Source: an optimization exercise on an open RTL-to-GDS flow (aim: small area, a short achievable clock period and few clock cycles). Production flows keep margins and buffers that such runs may drop.
The RTL was checked by simulation tests, not by an equivalence proof against the original design.
Power is estimated from default activity; no workload was simulated.

==> run A: inputs <==
==> flow/design.v <==
module mips_mc (
  input         clock,
  input         reset,
  input  [31:0] mem_rdata,
  output [31:0] mem_addr,
  output [31:0] mem_wdata,
  output        mem_we
);
  reg  [31:2] pc;           
  reg  [31:2] ma;           
  reg         we_r;         
  reg         dv;
  reg  [31:0] d_ir;
  reg  [31:1] d_rs_oh, d_rt_oh;    
  reg         xv;
  reg  [31:0] xa, xb, xsd;  
  reg  [31:2] x_bt;         
  reg  [4:0]  x_rs, x_rt, x_dst;
  reg         x_sub, x_slt, x_log, x_and, x_or, x_xor, x_nor, x_imm;
  reg         x_ld, x_lh, x_st, x_sh, x_beq, x_bne, x_wr, x_pt;
  reg  [1:0]  mph;          
  reg         ma1;          
  reg  [31:0] wdat;
  reg         m_ld, m_lh, m_sh;
  reg  [4:0]  m_dst;
  reg  [1023:32] rf;        
  reg         rst_q;        
  wire        stall = (mph != 2'd0);
  wire [5:0]  d_op  = d_ir[31:26];
  wire [5:0]  d_fn  = d_ir[5:0];
  wire [4:0]  d_rs  = d_ir[25:21];
  wire [4:0]  d_rt  = d_ir[20:16];
  wire        d_r   = (d_op == 6'h00);
  wire        d_slt = (d_r & (d_fn == 6'h2a)) | (d_op == 6'h0a);
  wire        d_sub = (d_r & (d_fn == 6'h22)) | d_slt;
  wire        d_and = (d_r & (d_fn == 6'h24)) | (d_op == 6'h0c);
  wire        d_or  = (d_r & (d_fn == 6'h25)) | (d_op == 6'h0d);
  wire        d_xor = (d_r & (d_fn == 6'h26)) | (d_op == 6'h0e);
  wire        d_nor = (d_r & (d_fn == 6'h27));
  wire        d_ld  = (d_op == 6'h23) | (d_op == 6'h21);
  wire        d_st  = (d_op == 6'h2b) | (d_op == 6'h29);
  wire        d_beq = (d_op == 6'h04);
  wire        d_bne = (d_op == 6'h05);
  wire        d_j   = (d_op == 6'h02);
  wire        d_zext = (d_op == 6'h0c) | (d_op == 6'h0d) | (d_op == 6'h0e);
  wire        d_imm = ~d_r & ~d_beq & ~d_bne;
  wire [4:0]  d_dst = d_r ? d_ir[15:11] : d_rt;
  wire        d_wr  = (d_r | (d_op == 6'h08) | (d_op == 6'h0a) | d_zext) & (d_dst != 5'd0);
  wire        d_pt  = (d_beq | d_bne) & (d_ir[15:4] == 12'hFFF);   
  reg  [31:0] ra, rb;
  integer k;
  always @* begin
    ra = 32'd0;
    rb = 32'd0;
    for (k = 1; k < 32; k = k + 1) begin
      ra = ra | ({32{d_rs_oh[k]}} & rf[k*32 +: 32]);
      rb = rb | ({32{d_rt_oh[k]}} & rf[k*32 +: 32]);
    end
  end
  wire [31:0] opbx = xb ^ {32{x_sub}};
  wire [32:0] s33  = {xa, 1'b1} + {opbx, x_sub};    
  wire [31:0] sum  = s33[32:1];
  wire        lt   = (xa[31] ^ xb[31]) ? xa[31] : sum[31];
  wire [31:0] lres = ({32{x_and}} & (xa & xb)) | ({32{x_or}} & (xa | xb)) |
                     ({32{x_xor}} & (xa ^ xb)) | ({32{x_nor}} & ~(xa | xb));
  wire [31:0] res  = x_slt ? {31'd0, lt} : x_log ? lres : sum;
  wire        xgo   = xv & ~stall;              
  wire        x_mem = xgo & (x_ld | x_st);      
  wire        eq    = (xa == xb);
  wire        btake = (x_beq & eq) | (x_bne & ~eq);
  wire        taken = xgo & (x_beq | x_bne) & (btake != x_pt);    
  wire        xwr   = xv & x_wr;                
  wire        byp_a  = xwr & (x_dst == d_rs);
  wire        byp_b  = xwr & (x_dst == d_rt);
  wire [31:0] imm    = {{16{d_ir[15] & ~d_zext}}, d_ir[15:0]};
  wire [31:0] da     = byp_a ? res : ra;
  wire [31:0] dsd    = byp_b ? res : rb;
  wire [31:0] db     = d_imm ? imm : dsd;
  wire [31:2] d_tgt  = pc + {{14{d_ir[15]}}, d_ir[15:0]};
  wire [31:2] d_alt  = d_pt ? pc : d_tgt;
  wire [31:2] resume = (dv & d_j)  ? {pc[31:28], d_ir[25:0]} :
                       (dv & d_pt) ? d_tgt : pc;
  wire [31:0] in    = mem_rdata;
  wire        f_j   = (in[31:26] == 6'h02);
  wire        f_pt  = ((in[31:26] == 6'h04) | (in[31:26] == 6'h05)) & (in[15:4] == 12'hFFF);
  wire [31:0] f_rs_dec = 32'd1 << in[25:21];
  wire [31:0] f_rt_dec = 32'd1 << in[20:16];
  wire [31:2] pc_seq = ma + 30'd1;
  wire [5:0]  f_lo   = {1'b0, ma[5:2], 1'b1} + {1'b0, in[3:0], 1'b1};
  wire [31:6] ma_hm1 = ma[31:6] - 26'd1;
  wire [31:2] f_tgt  = {f_lo[5] ? ma[31:6] : ma_hm1, f_lo[4:1]};
  wire [31:2] f_dest = f_j ? {pc_seq[31:28], in[25:0]} : f_tgt;
  wire        o_sel  = x_mem | taken;
  wire [31:2] o_addr = x_mem ? sum[31:2] : x_bt;
  wire [31:2] f_next = (f_j | f_pt) ? f_dest : pc_seq;
  wire [31:2] ma_nx  = o_sel ? o_addr : f_next;
  wire        wen_x = xgo & x_wr;
  wire        wen_m = (mph == 2'd1) & m_ld;
  wire [31:0] ldat  = m_lh ? (ma1 ? {16'd0, mem_rdata[31:16]} : {16'd0, mem_rdata[15:0]})
                           : mem_rdata;
  wire [31:0] wd    = rst_q ? 32'd0 : (stall ? ldat : res);
  wire [4:0]  wdst  = stall ? m_dst : x_dst;
  wire        wen   = wen_x | wen_m;
  integer i;
  always @(posedge clock) begin
    rst_q <= reset;
    for (i = 1; i < 32; i = i + 1)
      if (rst_q | (wen & (wdst == i))) rf[i*32 +: 32] <= wd;
  end
  wire        m_fix = (mph == 2'd1) & m_ld & (m_dst != 5'd0);
  always @(posedge clock) begin
    if (reset) begin
      pc   <= 30'd0;
      dv   <= 1'b0;
      xv   <= 1'b0;
      mph  <= 2'd0;
      ma   <= 30'd0;
      we_r <= 1'b0;
    end else if (stall) begin
      mph  <= (mph == 2'd1 & m_sh) ? 2'd2 : 2'd0;
      we_r <= (mph == 2'd1 & m_sh);
      if (~(mph == 2'd1 & m_sh)) ma <= resume;
    end else begin
      we_r <= x_mem & x_st & ~x_sh;
      ma   <= ma_nx;
      pc   <= pc_seq;
      dv   <= ~taken;
      xv   <= dv & ~taken & ~d_j;
      if (x_mem) mph <= 2'd1;
    end
  end
  always @(posedge clock) begin
    if (stall) begin
      if (mph == 2'd1 & m_sh)
        wdat <= ma1 ? {wdat[15:0], mem_rdata[15:0]} : {mem_rdata[31:16], wdat[15:0]};
      if (m_fix & (x_rs == m_dst)) xa <= ldat;
      if (m_fix & (x_rt == m_dst) & ~x_imm) xb <= ldat;
      if (m_fix & (x_rt == m_dst)) xsd <= ldat;
    end else begin
      d_ir  <= in;
      d_rs_oh <= f_rs_dec[31:1];
      d_rt_oh <= f_rt_dec[31:1];
      xa    <= da;
      xb    <= db;
      xsd   <= dsd;
      x_bt  <= d_alt;
      x_pt  <= d_pt;
      x_rs  <= d_rs;  x_rt <= d_rt;  x_dst <= d_dst;
      x_sub <= d_sub; x_slt <= d_slt;
      x_log <= d_and | d_or | d_xor | d_nor;
      x_and <= d_and; x_or <= d_or; x_xor <= d_xor; x_nor <= d_nor;
      x_imm <= d_imm;
      x_ld  <= d_ld;  x_lh <= (d_op == 6'h21); x_st <= d_st; x_sh <= (d_op == 6'h29);
      x_beq <= d_beq; x_bne <= d_bne;
      x_wr  <= d_wr;
      ma1   <= sum[1];
      wdat  <= xsd;
      m_ld  <= x_ld;
      m_lh  <= x_lh;
      m_sh  <= x_sh;
      m_dst <= x_rt;
    end
  end
  assign mem_addr  = {ma, 2'b00};
  assign mem_wdata = wdat;
  assign mem_we    = we_r;
endmodule
==> flow/flow/run.sh <==
#!/bin/bash
# Own flow: the standard ORFS layout (standard.sh: unchanged synthesis
# script, SDC and flow scripts), run with a tighter repair target so that
# the layout is optimised below the 12 ns constraint (repair_timing aims
# for SETUP_SLACK_MARGIN ns of setup slack), a denser core, larger clock
# tree clusters and wider max-cap/max-slew margins for repair_design.
# make's full output goes to flow_make.log; ORFS keeps each step's log
# under orfs/logs/.
set -euo pipefail
cd "$(dirname "$0")/.."
bash standard.sh SETUP_SLACK_MARGIN=8 ABC_CLOCK_PERIOD_IN_PS=3500 \
  CORE_UTILIZATION=60 CTS_CLUSTER_SIZE=24 CTS_CLUSTER_DIAMETER=60 \
  CAP_MARGIN=40 SLEW_MARGIN=30 \
  finish > flow_make.log 2>&1
==> flow/standard.sh <==
#!/bin/bash
# synth_recipe.tcl (not shown) runs the flow's synth.tcl, then flattens the netlist and writes it again
# the make line also repeats each setting of config.mk as NAME=value (left out here)
make -C /OpenROAD-flow-scripts/flow DESIGN_CONFIG=/design/flow/config.mk WORK_HOME=/design/flow/orfs CLKGATE_MAP_FILE= SYNTH_SCRIPT=/design/flow/synth_recipe.tcl "${@:-finish}"
==> flow/config.mk <==
export PLATFORM = sky130hd
export DESIGN_NAME = mips_mc
export DESIGN_NICKNAME = mips_mc
export VERILOG_FILES = /design/flow/design.v
export SDC_FILE = /design/flow/constraint.sdc
export NUM_CORES = 4
export LEC_CHECK = 0
export CAP_MARGIN = 20
export CORE_MARGIN = 2
export CORE_UTILIZATION = 40
export SLEW_MARGIN = 20
==> flow/constraint.sdc <==
create_clock -name core_clock -period 12.0 [get_ports {clock}]
set_input_delay 2.4000 -clock core_clock [delete_from_list [all_inputs] [get_ports {clock}]]
set_output_delay 2.4000 -clock core_clock [all_outputs]
set_load 0.01 [all_outputs]
==> inputs of run E, as changes to run A <==
--- a/flow/design.v
+++ b/flow/design.v
@@ -13,3 +13,2 @@
   reg  [31:0] d_ir;
-  reg  [31:1] d_rs_oh, d_rt_oh;    
   reg         xv;
@@ -49,2 +48,4 @@
   wire        d_pt  = (d_beq | d_bne) & (d_ir[15:4] == 12'hFFF);   
+  wire [31:0] d_rs_dec = 32'd1 << d_rs;
+  wire [31:0] d_rt_dec = 32'd1 << d_rt;
   reg  [31:0] ra, rb;
@@ -55,4 +56,4 @@
     for (k = 1; k < 32; k = k + 1) begin
-      ra = ra | ({32{d_rs_oh[k]}} & rf[k*32 +: 32]);
-      rb = rb | ({32{d_rt_oh[k]}} & rf[k*32 +: 32]);
+      ra = ra | ({32{d_rs_dec[k]}} & rf[k*32 +: 32]);
+      rb = rb | ({32{d_rt_dec[k]}} & rf[k*32 +: 32]);
     end
@@ -85,4 +86,2 @@
   wire        f_pt  = ((in[31:26] == 6'h04) | (in[31:26] == 6'h05)) & (in[15:4] == 12'hFFF);
-  wire [31:0] f_rs_dec = 32'd1 << in[25:21];
-  wire [31:0] f_rt_dec = 32'd1 << in[20:16];
   wire [31:2] pc_seq = ma + 30'd1;
@@ -140,4 +139,2 @@
       d_ir  <= in;
-      d_rs_oh <= f_rs_dec[31:1];
-      d_rt_oh <= f_rt_dec[31:1];
       xa    <= da;
==> flow/flow/run.sh (replaced) <==
#!/bin/bash
# Own flow: the standard ORFS layout (standard.sh: unchanged synthesis
# script, SDC and flow scripts), run with a tighter repair target so that
# the layout is optimised below the 12 ns constraint (repair_timing aims
# for SETUP_SLACK_MARGIN ns of setup slack), a denser core and larger clock
# tree clusters. make's full output goes to flow_make.log; ORFS keeps each
# step's log under orfs/logs/.
set -euo pipefail
cd "$(dirname "$0")/.."
bash standard.sh SETUP_SLACK_MARGIN=8 ABC_CLOCK_PERIOD_IN_PS=3500 \
  CORE_UTILIZATION=50 CTS_CLUSTER_SIZE=30 CTS_CLUSTER_DIAMETER=80 \
  finish > flow_make.log 2>&1
==> inputs of run Z, as changes to run A <==
--- a/flow/design.v
+++ b/flow/design.v
@@ -13,3 +13,2 @@
   reg  [31:0] d_ir;
-  reg  [31:1] d_rs_oh, d_rt_oh;    
   reg         xv;
@@ -49,2 +48,4 @@
   wire        d_pt  = (d_beq | d_bne) & (d_ir[15:4] == 12'hFFF);   
+  wire [31:0] d_rs_dec = 32'd1 << d_rs;
+  wire [31:0] d_rt_dec = 32'd1 << d_rt;
   reg  [31:0] ra, rb;
@@ -55,4 +56,4 @@
     for (k = 1; k < 32; k = k + 1) begin
-      ra = ra | ({32{d_rs_oh[k]}} & rf[k*32 +: 32]);
-      rb = rb | ({32{d_rt_oh[k]}} & rf[k*32 +: 32]);
+      ra = ra | ({32{d_rs_dec[k]}} & rf[k*32 +: 32]);
+      rb = rb | ({32{d_rt_dec[k]}} & rf[k*32 +: 32]);
     end
@@ -85,4 +86,2 @@
   wire        f_pt  = ((in[31:26] == 6'h04) | (in[31:26] == 6'h05)) & (in[15:4] == 12'hFFF);
-  wire [31:0] f_rs_dec = 32'd1 << in[25:21];
-  wire [31:0] f_rt_dec = 32'd1 << in[20:16];
   wire [31:2] pc_seq = ma + 30'd1;
@@ -140,4 +139,2 @@
       d_ir  <= in;
-      d_rs_oh <= f_rs_dec[31:1];
-      d_rt_oh <= f_rt_dec[31:1];
       xa    <= da;
--- a/flow/flow/run.sh
+++ b/flow/flow/run.sh
@@ -11,3 +11,3 @@
 bash standard.sh SETUP_SLACK_MARGIN=8 ABC_CLOCK_PERIOD_IN_PS=3500 \
-  CORE_UTILIZATION=60 CTS_CLUSTER_SIZE=24 CTS_CLUSTER_DIAMETER=60 \
+  CORE_UTILIZATION=60 CTS_CLUSTER_SIZE=30 CTS_CLUSTER_DIAMETER=80 \
   CAP_MARGIN=40 SLEW_MARGIN=30 \
==> results.txt <==
Seq power 7.94 mW; detailed-router iteration count before antenna repair 13; Worst Tran Pin Value 1.15 ns; status timing/DRC/antenna clean; Seq/total area 0.539; fin nets 5471; post-synthesis xor/xnor area fraction 0.0206; total track usage 0.544; clock buffers 108; Worst R2R Start x_sub; bufs w/o clock 428
[end of results for run A]
==> results.txt <==
status timing/DRC/antenna clean; Worst R2R Start d_ir[16]; clock buffers 76; Seq power 7.12 mW; bufs w/o clock 374; detailed-router iteration count before antenna repair 12
[end of results for run E]
==> results.txt <==
status timing/DRC/antenna clean; Worst Tran Pin Value 1.07 ns; fin nets 5591; post-synthesis xor/xnor area fraction 0.0202; detailed-router iteration count before antenna repair 10; clock buffers 61; Seq/total area 0.537; bufs w/o clock 403; Worst R2R Start d_ir[21]
[end of results for run Z]
Testbench counts of run A, summed over its fixed seeds: cycles 80,319.
Testbench counts of run E, summed over its fixed seeds: cycles 80,319.
Testbench counts of run Z, summed over its fixed seeds: cycles 80,319.

[what the ideal ports hide]
The results above use ideal ports. As a check the final layouts listed here were re-extracted and re-timed, cells and wires unchanged.
Step 1 sets driving cells, clkbuf_16 on the clock port and buf_2 on the other inputs (assumed; they add their load-dependent delay and slew).
Step 2, shift: input delay + t, output delay - t, t = (earliest + latest rising clock arrival at the registers) / 2. This alone moves slack from input paths to output paths.
Three values: no drivers, after step 1, after step 2; two values: the first two.
run | t (ns) | setup slack, ns | worst setup path after step 2 | latest minus earliest clock arrival (ns) | worst data-port slew with drivers (ns)
run A | 0.818 | 7.768 / 7.768 / 7.276 | input to register | 0.066 / 0.066 | 0.12
run E | 0.800 | 7.822 / 7.822 / 7.157 | input to register | 0.066 / 0.067 | 0.08
run Z | 0.825 | 7.869 / 7.869 / 7.078 | input to register | 0.072 / 0.072 | 0.08
After both steps setup and hold are still met in every run listed. The setup slack of run Z, which loses most, moves by 0.000 ns with the drivers and by -0.791 ns with both steps.
